What follows belongs to an exercise in optimizing a design on an open flow for small area; a production flow would make more cautious choices.
Function was checked by simulation only, so behaviour that the tests miss may differ from the original.

==> inputs of 12-27 <==
// Posit_div_N32_ES6_PIPE12
module Posit_div_N32_ES6_PIPE12(clk, in1, in2, start, out, inf, zero, done);
input clk;
input [31:0] in1, in2;
input start;
output [31:0] out;
output inf, zero, done;
wire s1 = in1[31], s2 = in2[31];
wire nz1 = |in1[30:0], nz2 = |in2[30:0];
wire [0:0] vld = start;
wire [0:0] sgn = s1 ^ s2;
wire [0:0] finf = (s1 & ~nz1) | ~(s2 | nz2);
wire [0:0] fzero = ~(s1 | nz1) | (s2 & ~nz2);
wire rc1, rc2; wire [4:0] k1, k2; wire [5:0] e1, e2; wire [25:0] mant1, mant2;
posit_dec d1(.x(in1), .rc(rc1), .k(k1), .e(e1), .mant(mant1));
posit_dec d2(.x(in2), .rc(rc2), .k(k2), .e(e2), .mant(mant2));
wire [11:0] x1 = {rc1, k1, e1};
wire [11:0] x2 = {rc2, k2, e2};
wire [22:0] m1 = mant1[25:3];
wire [22:0] m = mant2[25:3];
reg [0:0] vld_r1;
reg [0:0] sgn_r1;
reg [0:0] finf_r1;
reg [0:0] fzero_r1;
reg [11:0] x1_r1;
reg [11:0] x2_r1;
reg [22:0] m1_r1;
reg [22:0] m_r1;
always @(posedge clk) begin
  vld_r1 <= vld;
  sgn_r1 <= sgn;
  finf_r1 <= finf;
  fzero_r1 <= fzero;
  x1_r1 <= x1;
  x2_r1 <= x2;
  m1_r1 <= m1;
  m_r1 <= m;
end
  ...
==> flow/config.mk <==
export PLATFORM = sky130hd
export DESIGN_NAME = Posit_div_N32_ES6_PIPE12
export DESIGN_NICKNAME = Posit_div_N32_ES6_PIPE12
export VERILOG_FILES = /design/flow/design.v
export SDC_FILE = /design/flow/constraint.sdc
export NUM_CORES = 4
export LEC_CHECK = 0
export ABC_AREA = 1
export CAP_MARGIN = 5
export CORE_MARGIN = 2
export CORE_UTILIZATION = 65
export CTS_BUF_LIST = sky130_fd_sc_hd__clkbuf_8
export SLEW_MARGIN = 5
==> flow/constraint.sdc <==
create_clock -name core_clock -period 9.0 [get_ports {clk}]
set_input_delay 1.8000 -clock core_clock [delete_from_list [all_inputs] [get_ports {clk}]]
set_output_delay 1.8000 -clock core_clock [all_outputs]
set_load 0.01 [all_outputs]
standard.sh (not shown) runs the stock make flow with config.mk's settings and CLKGATE_MAP_FILE= SYNTH_SCRIPT=/design/flow/synth_recipe.tcl, a recipe that flattens the netlist after the stock synthesis.
==> flow/flow/run.sh <==
#!/bin/bash
# Standard ORFS layout, with one extra netlist pass between synthesis and floorplan:
# flow/polar.py flips the polarity of full-adder cells (FA(~a,~b,~c) = ~FA(a,b,c))
# where that removes inverters.  Registers and everything else are left as synthesized.
set -euo pipefail
WH=$(grep -o 'WORK_HOME=[^ ]*' standard.sh | head -1 | cut -d= -f2)
R=$WH/results/sky130hd/Posit_div_N32_ES6_PIPE12/base
bash standard.sh "$R/1_2_yosys.v" > synth_make.log 2>&1
cp "$R/1_2_yosys.v" "$R/1_2_yosys.std.v"
python3 flow/polar.py "$R/1_2_yosys.std.v" "$R/1_2_yosys.pol.v" > polar.log 2>&1
cp "$R/1_2_yosys.pol.v" "$R/1_2_yosys.v"
bash standard.sh > layout_make.log 2>&1
Other scripts of this flow, unchanged in this note and not shown: flow/flow/polar.py
==> 10-10 (differences from 12-27) <==
--- a/flow/design.v
+++ b/flow/design.v
@@ -40,11 +40,11 @@
 wire [6:0] r2 = x2_r1[11] ? {2'b0, x2_r1[10:6] - 5'd1} : -{2'b0, x2_r1[10:6]};
 wire [0:0] m2z = ~|m_r1;
 wire [12:0] de = {r1, x1_r1[5:0]} - {r2, x2_r1[5:0]} - 13'd1 + {12'd0, m2z};
 wire [8:0] t_tab;
 recip_tab tab(.addr(m_r1[22:15]), .dout(t_tab));
-wire [8:0] t = {1'b1, t_tab[7:0]};
+wire [8:0] t = t_tab;
 wire L1_w0 = m_r1[0] & ~(1'b0 & 1'b0);
 wire L1_w1 = 1'b0 ^ 1'b0;
 wire L1_w2 = (m_r1[0] & ~1'b0 & ~1'b0) | (~m_r1[0] & 1'b0 & 1'b0);
 wire L1_w3 = ((L1_w1 & t[0])) ^ L1_w0;
 wire L1_w4 = ((L1_w1 & t[1]) | (L1_w2 & t[0])) ^ L1_w0;
==> notes <==
- 10-10 produced a clean layout. 12-27 passed the timing, DRC and antenna checks.
- Against 12-27, the first-iteration DRC count of 10-10 is higher by about 8%.
- Between 10-10 and 12-27, the lower fmax is in 12-27 (gap about 1.6%, measured against 12-27).
- Sequential cell count: 12-27 is lower than 10-10 (1).

========
==> inputs of quartz <==
Another version of the RTL of Posit_div_N32_ES6_PIPE12 (not shown whole).
Settings: LEC_CHECK=0, ABC_AREA=1, CAP_MARGIN=5, CORE_MARGIN=2, CORE_UTILIZATION=65, CTS_BUF_LIST=sky130_fd_sc_hd__clkbuf_8, SLEW_MARGIN=5; clock period 9.0 ns.
==> flow/flow/polar.py <==
#!/usr/bin/env python3
"""Remove inverters around sky130 full adders by flipping adder polarity.

A full adder is self-dual: FA(~a,~b,~c) = (~sum, ~cout).  For each fa cell we may
feed it the complements of its inputs and take the complements of its outputs;
this is done greedily whenever it reduces the number of inverters.
usage: polar.py in.v out.v
"""
import re, sys
from collections import defaultdict

src = open(sys.argv[1]).read()
cell_re = re.compile(r'^(\s*)(sky130_fd_sc_hd__\w+)\s+(\S+)\s*\((.*?)\);\s*$', re.S | re.M)
pin_re = re.compile(r'\.(\w+)\(\s*([^()]*?)\s*\)')

OUTPINS = {'X', 'Y', 'Q', 'Q_N', 'SUM', 'COUT', 'HI', 'LO'}
cells = {}      # name -> [type, {pin: net}]
order = []
pieces = []
pos = 0
for m in cell_re.finditer(src):
    pieces.append(src[pos:m.start()])
    pieces.append(('CELL', m.group(3)))
    pos = m.end()
    pins = dict(pin_re.findall(m.group(4)))
    cells[m.group(3)] = [m.group(2), pins]
    order.append(m.group(3))
pieces.append(src[pos:])
# nets used outside cells (assigns, ports) are external
ext = set()
for p in pieces:
    if isinstance(p, str):
        for line in p.split('\n'):
            l = line.strip()
            if l.startswith('assign') or l.startswith('output') or l.startswith('input'):
                for tok in re.findall(r'\\\S+|[A-Za-z_][\w$]*(?:\[\d+\])?', l):
                    ext.add(tok)
                    ext.add(re.sub(r'\[\d+\]$', '', tok))

def is_ext(net):
    return net in ext or re.sub(r'\[\d+\]$', '', net) in ext

driver = {}
loads = defaultdict(set)
def rebuild():
    driver.clear(); loads.clear()
    for c, (t, pins) in cells.items():
        for p, n in pins.items():
            if p in OUTPINS: driver[n] = (c, p)
            else: loads[n].add((c, p))
rebuild()

def is_inv(c): return cells[c][0].startswith(('sky130_fd_sc_hd__inv_', 'sky130_fd_sc_hd__clkinv_'))
newid = [0]
newnets = []
def new_net():
    newid[0] += 1
    n = f"_pol{newid[0]}_"
    newnets.append(n)
    return n
def inv_of(net):
    """an existing inverter driven by net, if any"""
    for c, p in loads.get(net, ()):
        if is_inv(c): return c
    return None
def add_inv(a, y):
    newid[0] += 1
    c = f"_polinv{newid[0]}_"
    cells[c] = ['sky130_fd_sc_hd__inv_1', {'A': a, 'Y': y}]
    order.append(c)
    driver[y] = (c, 'Y'); loads[a].add((c, 'A'))
    return c
def del_cell(c):
    t, pins = cells.pop(c)
    for p, n in pins.items():
        if p in OUTPINS: driver.pop(n, None)
        else: loads[n].discard((c, p))
def connect(c, p, net):
    old = cells[c][1][p]
    if p in OUTPINS: driver.pop(old, None); driver[net] = (c, p)
    else: loads[old].discard((c, p)); loads[net].add((c, p))
    cells[c][1][p] = net

XSWAP = {'sky130_fd_sc_hd__xor2_1': 'sky130_fd_sc_hd__xnor2_1',
         'sky130_fd_sc_hd__xnor2_1': 'sky130_fd_sc_hd__xor2_1'}
def is_x(c): return cells[c][0] in XSWAP
def xswap(c):
    t, pins = cells[c]
    nt = XSWAP[t]
    cells[c][0] = nt
    if 'X' in pins: pins['Y'] = pins.pop('X'); driver[pins['Y']] = (c, 'Y')
    elif 'Y' in pins: pins['X'] = pins.pop('Y'); driver[pins['X']] = (c, 'X')
def free_compl_driver(n):
    """driver cell whose type can be swapped to complement net n for free"""
    d = driver.get(n)
    if d and is_x(d[0]) and len(loads[n]) == 1 and not is_ext(n): return d[0]
    return None

def gain(f):
    pins = cells[f][1]
    g = 0
    for p in ('A', 'B', 'CIN'):
        n = pins[p]
        d = driver.get(n)
        if d and is_inv(d[0]):
            # complement available for free; inverter removable if only load
            if len(loads[n]) == 1 and not is_ext(n): g += 1
        elif free_compl_driver(n):
            pass
        else:
            if inv_of(n) is None: g -= 1
    for p in ('SUM', 'COUT'):
        n = pins[p]
        ld = loads.get(n, set())
        invl = [c for c, q in ld if is_inv(c)]
        xl = [c for c, q in ld if is_x(c)]
        other = len(ld) - len(invl) - len(xl)
        g += len(invl)
        if other > 0 or is_ext(n): g -= 1
    return g

def flip(f):
    pins = cells[f][1]
    for p in ('A', 'B', 'CIN'):
        n = pins[p]
        d = driver.get(n)
        if d and is_inv(d[0]):
            src_net = cells[d[0]][1]['A']
            connect(f, p, src_net)
            if not loads[n] and not is_ext(n): del_cell(d[0])
        elif free_compl_driver(n):
            xswap(free_compl_driver(n))
        else:
            i = inv_of(n)
            if i is None:
                y = new_net(); add_inv(n, y)
            else:
                y = cells[i][1]['Y']
            connect(f, p, y)
    for p in ('SUM', 'COUT'):
        n = pins[p]
        phys = new_net()
        connect(f, p, phys)
        for c, q in list(loads.get(n, ())):
            if is_inv(c):
                y = cells[c][1]['Y']
                for c2, q2 in list(loads.get(y, ())):
                    connect(c2, q2, phys)
                if is_ext(y):
                    # keep a buffer-free path: y must still be driven -> keep inverter off phys? use buf
                    cells[c][1]['A'] = phys; loads[n].discard((c, 'A')); loads[phys].add((c, 'A'))
                    cells[c][0] = 'sky130_fd_sc_hd__buf_1'
                else:
                    del_cell(c)
            elif is_x(c):
                xswap(c)
                connect(c, q, phys)
        if loads.get(n) or is_ext(n):
            add_inv(phys, n)

import random, copy
random.seed(1)
fas = [c for c in order if cells[c][0].startswith('sky130_fd_sc_hd__fa_')]
ninv0 = sum(1 for c in cells if is_inv(c))
total = 0
def ninv(): return sum(1 for c in cells if is_inv(c))
def snapshot(): return (copy.deepcopy(cells), list(order), list(newnets), newid[0])
best = (ninv(), snapshot())
for it in range(200):
    changed = 0
    fl = list(fas); random.shuffle(fl)
    for f in fl:
        if f not in cells: continue
        g = gain(f)
        if g > 0 or (g == 0 and it < 180 and random.random() < 0.3):
            flip(f); changed += 1
    total += changed
    n = ninv()
    if n < best[0]: best = (n, snapshot())
    if not changed: break
cells, order, newnets, newid[0] = best[1][0], best[1][1], best[1][2], best[1][3]
rebuild()
# cleanup: absorb remaining inverters into xor/xnor cells
for c in list(cells):
    if c not in cells or not is_inv(c): continue
    a = cells[c][1]['A']; y = cells[c][1]['Y']
    if is_ext(y): continue
    d = free_compl_driver(a)
    if d:
        xswap(d)
        for c2, q2 in list(loads.get(y, ())): connect(c2, q2, a)
        del_cell(c); continue
    ld = list(loads.get(y, ()))
    if ld and all(is_x(c2) for c2, q2 in ld) and len(set(c2 for c2, q2 in ld)) == len(ld):
        for c2, q2 in ld:
            xswap(c2)
            connect(c2, q2, a)
        del_cell(c)
ninv1 = sum(1 for c in cells if is_inv(c))
sys.stderr.write(f"polar: flipped {total} adders, inverters {ninv0} -> {ninv1}\n")

# write out
out = []
first_cell = True
for p in pieces:
    if isinstance(p, str):
        out.append(p)
    else:
        c = p[1]
        if first_cell:
            first_cell = False
            out.append("".join(f"  wire {n};\n" for n in newnets))
            # new cells
            for c2 in order:
                if c2.startswith('_polinv') and c2 in cells:
                    t, pins = cells[c2]
                    out.append(f"  {t} {c2} (\n" + ",\n".join(f"    .{k}({v}{' ' if v.startswith(chr(92)) else ''})" for k, v in pins.items()) + "\n  );\n")
        if c in cells:
            t, pins = cells[c]
            out.append(f"  {t} {c} (\n" + ",\n".join(f"    .{k}({v}{' ' if v.startswith(chr(92)) else ''})" for k, v in pins.items()) + "\n  );")
        else:
            out.append("")
open(sys.argv[2], 'w').write("".join(out))
Scripts as last shown in full above: flow/flow/run.sh
==> xenon (differences from quartz) <==
--- a/flow/flow/run.sh
+++ b/flow/flow/run.sh
@@ -1,7 +1,9 @@
 #!/bin/bash
 # Standard ORFS layout, with one extra netlist pass between synthesis and floorplan:
-# flow/polar.py flips the polarity of full-adder cells (FA(~a,~b,~c) = ~FA(a,b,c))
-# where that removes inverters.  Registers and everything else are left as synthesized.
+# flow/polar.py removes inverters from the synthesized netlist by flipping the polarity
+# of full-adder cells (FA(~a,~b,~c) = ~FA(a,b,c)), swapping xor/xnor, rebuilding half
+# adders next to inverters from xor/xnor + and/nand/nor gates, and merging a gate with
+# a following inverter into the complementary gate.  Registers are left as synthesized.
 set -euo pipefail
 WH=$(grep -o 'WORK_HOME=[^ ]*' standard.sh | head -1 | cut -d= -f2)
 R=$WH/results/sky130hd/Posit_div_N32_ES6_PIPE12/base
--- a/flow/flow/polar.py
+++ b/flow/flow/polar.py
@@ -196,6 +196,91 @@
             xswap(c2)
             connect(c2, q2, a)
         del_cell(c)
+# half adders next to inverters: rebuild them from xor/xnor + and/nand/nor gates
+def new_cell(t, pins):
+    newid[0] += 1
+    c = f"_polg{newid[0]}_"
+    cells[c] = [t, dict(pins)]
+    order.append(c)
+    for p_, n_ in pins.items():
+        if p_ in OUTPINS: driver[n_] = (c, p_)
+        else: loads[n_].add((c, p_))
+    return c
+def inv_only(n):
+    ld = loads.get(n, set())
+    return bool(ld) and not is_ext(n) and all(is_inv(c) for c, q in ld)
+def excl_inv_driver(n):
+    d = driver.get(n)
+    if d and is_inv(d[0]) and len(loads[n]) == 1 and not is_ext(n): return d[0]
+    return None
+def absorb(n):
+    """n is consumed only by inverters: remove them, return the net carrying ~n"""
+    invs = [c for c, q in loads[n]]
+    y0 = cells[invs[0]][1]['Y']
+    for c in invs[1:]:
+        y = cells[c][1]['Y']
+        for c2, q2 in list(loads.get(y, ())): connect(c2, q2, y0)
+        if is_ext(y): return None
+    for c in invs: del_cell(c)
+    return y0
+nha = 0
+for c in [c for c in list(cells) if cells[c][0].startswith('sky130_fd_sc_hd__ha_')]:
+    if c not in cells: continue
+    pins = cells[c][1]
+    a, b, so, co = pins['A'], pins['B'], pins['SUM'], pins['COUT']
+    ia, ib = excl_inv_driver(a), excl_inv_driver(b)
+    if ia and ib:
+        a2, b2 = cells[ia][1]['A'], cells[ib][1]['A']
+        del_cell(c); del_cell(ia); del_cell(ib)
+        new_cell('sky130_fd_sc_hd__xor2_1', {'A': a2, 'B': b2, 'X': so})
+        new_cell('sky130_fd_sc_hd__nor2_1', {'A': a2, 'B': b2, 'Y': co})
+        nha += 1
+        continue
+    if inv_only(co):
+        del_cell(c)
+        con = absorb(co)
+        if inv_only(so):
+            son = absorb(so)
+            new_cell('sky130_fd_sc_hd__xnor2_1', {'A': a, 'B': b, 'Y': son})
+        else:
+            new_cell('sky130_fd_sc_hd__xor2_1', {'A': a, 'B': b, 'X': so})
+        new_cell('sky130_fd_sc_hd__nand2_1', {'A': a, 'B': b, 'Y': con})
+        nha += 1
+        continue
+    if inv_only(so):
+        del_cell(c)
+        son = absorb(so)
+        new_cell('sky130_fd_sc_hd__xnor2_1', {'A': a, 'B': b, 'Y': son})
+        new_cell('sky130_fd_sc_hd__and2_1', {'A': a, 'B': b, 'X': co})
+        nha += 1
+sys.stderr.write(f"polar: rebuilt {nha} half adders\n")
+# a gate followed by an inverter that is its only load -> the complementary gate
+COMPL = {'nand2_1': 'and2_1', 'nor2_1': 'or2_1', 'nand3_1': 'and3_1', 'nor3_1': 'or3_1',
+         'o21ai_0': 'o21a_1', 'o21ai_1': 'o21a_1', 'a21oi_1': 'a21o_1',
+         'o22ai_1': 'o22a_1', 'a22oi_1': 'a22o_1', 'nand4_1': 'and4_1', 'nor4_1': 'or4_1',
+         'a211oi_1': 'a211o_1', 'o211ai_1': 'o211a_1', 'a31oi_1': 'a31o_1', 'o31ai_1': 'o31a_1'}
+ngc = 0
+for c in list(cells):
+    if c not in cells or not is_inv(c): continue
+    a = cells[c][1]['A']; y = cells[c][1]['Y']
+    if is_ext(a) or len(loads.get(a, ())) != 1: continue
+    d = driver.get(a)
+    if not d: continue
+    g = d[0]; t = cells[g][0][len('sky130_fd_sc_hd__'):]
+    if is_inv(g) and not is_ext(y):
+        # double inversion
+        src = cells[g][1]['A']
+        for c2, q2 in list(loads.get(y, ())): connect(c2, q2, src)
+        del_cell(c); del_cell(g); ngc += 1
+        continue
+    if t in COMPL and d[1] == 'Y':
+        del_cell(c)
+        pins = cells[g][1]
+        pins.pop('Y'); driver.pop(a, None)
+        pins['X'] = y; driver[y] = (g, 'X')
+        cells[g][0] = 'sky130_fd_sc_hd__' + COMPL[t]
+        ngc += 1
+sys.stderr.write(f"polar: merged {ngc} gate-inverter pairs\n")
 ninv1 = sum(1 for c in cells if is_inv(c))
 sys.stderr.write(f"polar: flipped {total} adders, inverters {ninv0} -> {ninv1}\n")
 
@@ -212,7 +297,7 @@
             out.append("".join(f"  wire {n};\n" for n in newnets))
             # new cells
             for c2 in order:
-                if c2.startswith('_polinv') and c2 in cells:
+                if (c2.startswith('_polinv') or c2.startswith('_polg')) and c2 in cells:
                     t, pins = cells[c2]
                     out.append(f"  {t} {c2} (\n" + ",\n".join(f"    .{k}({v}{' ' if v.startswith(chr(92)) else ''})" for k, v in pins.items()) + "\n  );\n")
         if c in cells:
CTS_BUF_LIST = sky130_fd_sc_hd__clkbuf_16   (was sky130_fd_sc_hd__clkbuf_8)
CTS_CLUSTER_DIAMETER = 120   (was default)
CTS_CLUSTER_SIZE = 30   (was default)
==> comparison table <==
Total of fill cells in the finished design: xenon 6743; quartz 6756
Number of cells in the design after placement: xenon 7265; quartz 7349
Multi-input combinational cell count: xenon 5008; quartz 4959
Rows: xenon 103; quartz 104
Final period util: xenon 91.9%; quartz 92.1%
HPWL reported at the end of detailed placement: xenon 107 mm; quartz 108 mm
Count of mapped cells out of synthesis: xenon 6319; quartz 6398
Area of the die: xenon 0.0823 mm2; quartz 0.0828 mm2
Met3 wire length: xenon 10.7 mm; quartz 11.8 mm
Core box area: xenon 0.0791 mm2; quartz 0.0802 mm2
Root buffer cell: xenon clkbuf_16; quartz clkbuf_8
Worst-case setup margin in the final layout: xenon 0.730 ns; quartz 0.707 ns
Worst Hold Margin: xenon 0.332 ns; quartz 0.297 ns
Clock latency of the later-clocked register in the worst-skew pair: xenon 0.59 ns; quartz 0.69 ns
Outcome: xenon complete, no violations; quartz complete, no violations
First-pass GRT wire length: xenon 225 mm; quartz 229 mm
Setup slack of the worst register-to-register path: xenon 0.83 ns; quartz 0.91 ns
Final GP Congestion: xenon 0.984; quartz 0.965
Length of routed met2 wiring: xenon 66.0 mm; quartz 65.8 mm
Net count after synthesis: xenon 7208; quartz 7342
Multi-input gate area in the final layout: xenon 0.0393 mm2; quartz 0.0391 mm2
Met3 GRT Util: xenon 4.30%; quartz 6.08%
Number of buffers other than clock buffers in the final layout: xenon 225; quartz 220
Level count of the clock H-tree: xenon 1; quartz 3
Minimum period implied by the final worst setup slack: xenon 8.27 ns; quartz 8.29 ns

==> separate check: timing with driven ports <==
The flow's constraints put no driver on any port. The routed layouts listed below were extracted and timed again, unchanged, in two steps.
Step 1, drivers: a clkbuf_16 drives clk and a buf_2 each remaining input, both assumed.
Step 2 times the ports against the registers' clock, not the clock port: input delays grow and output delays shrink by t, the midpoint of the rising clock arrivals with the driver on.
a / b / c = ideal ports / drivers / drivers and shift; a / b = the first two.
run	t (ns)	setup slack, ns	worst setup path after step 2	cell pins on the clock port's net
12-27	0.732	0.705 / 0.638 / 1.085	input to register	1
10-10	0.726	0.832 / 0.771 / 0.748	input to register	1
quartz	0.741	0.707 / 0.637 / 0.714	input to register	1
xenon	0.646	0.730 / 0.658 / 0.828	register to register	1
After both steps setup and hold are still met in every run listed. The setup slack of 10-10, which loses most, moves by -0.061 ns with the drivers and by -0.084 ns with both steps.
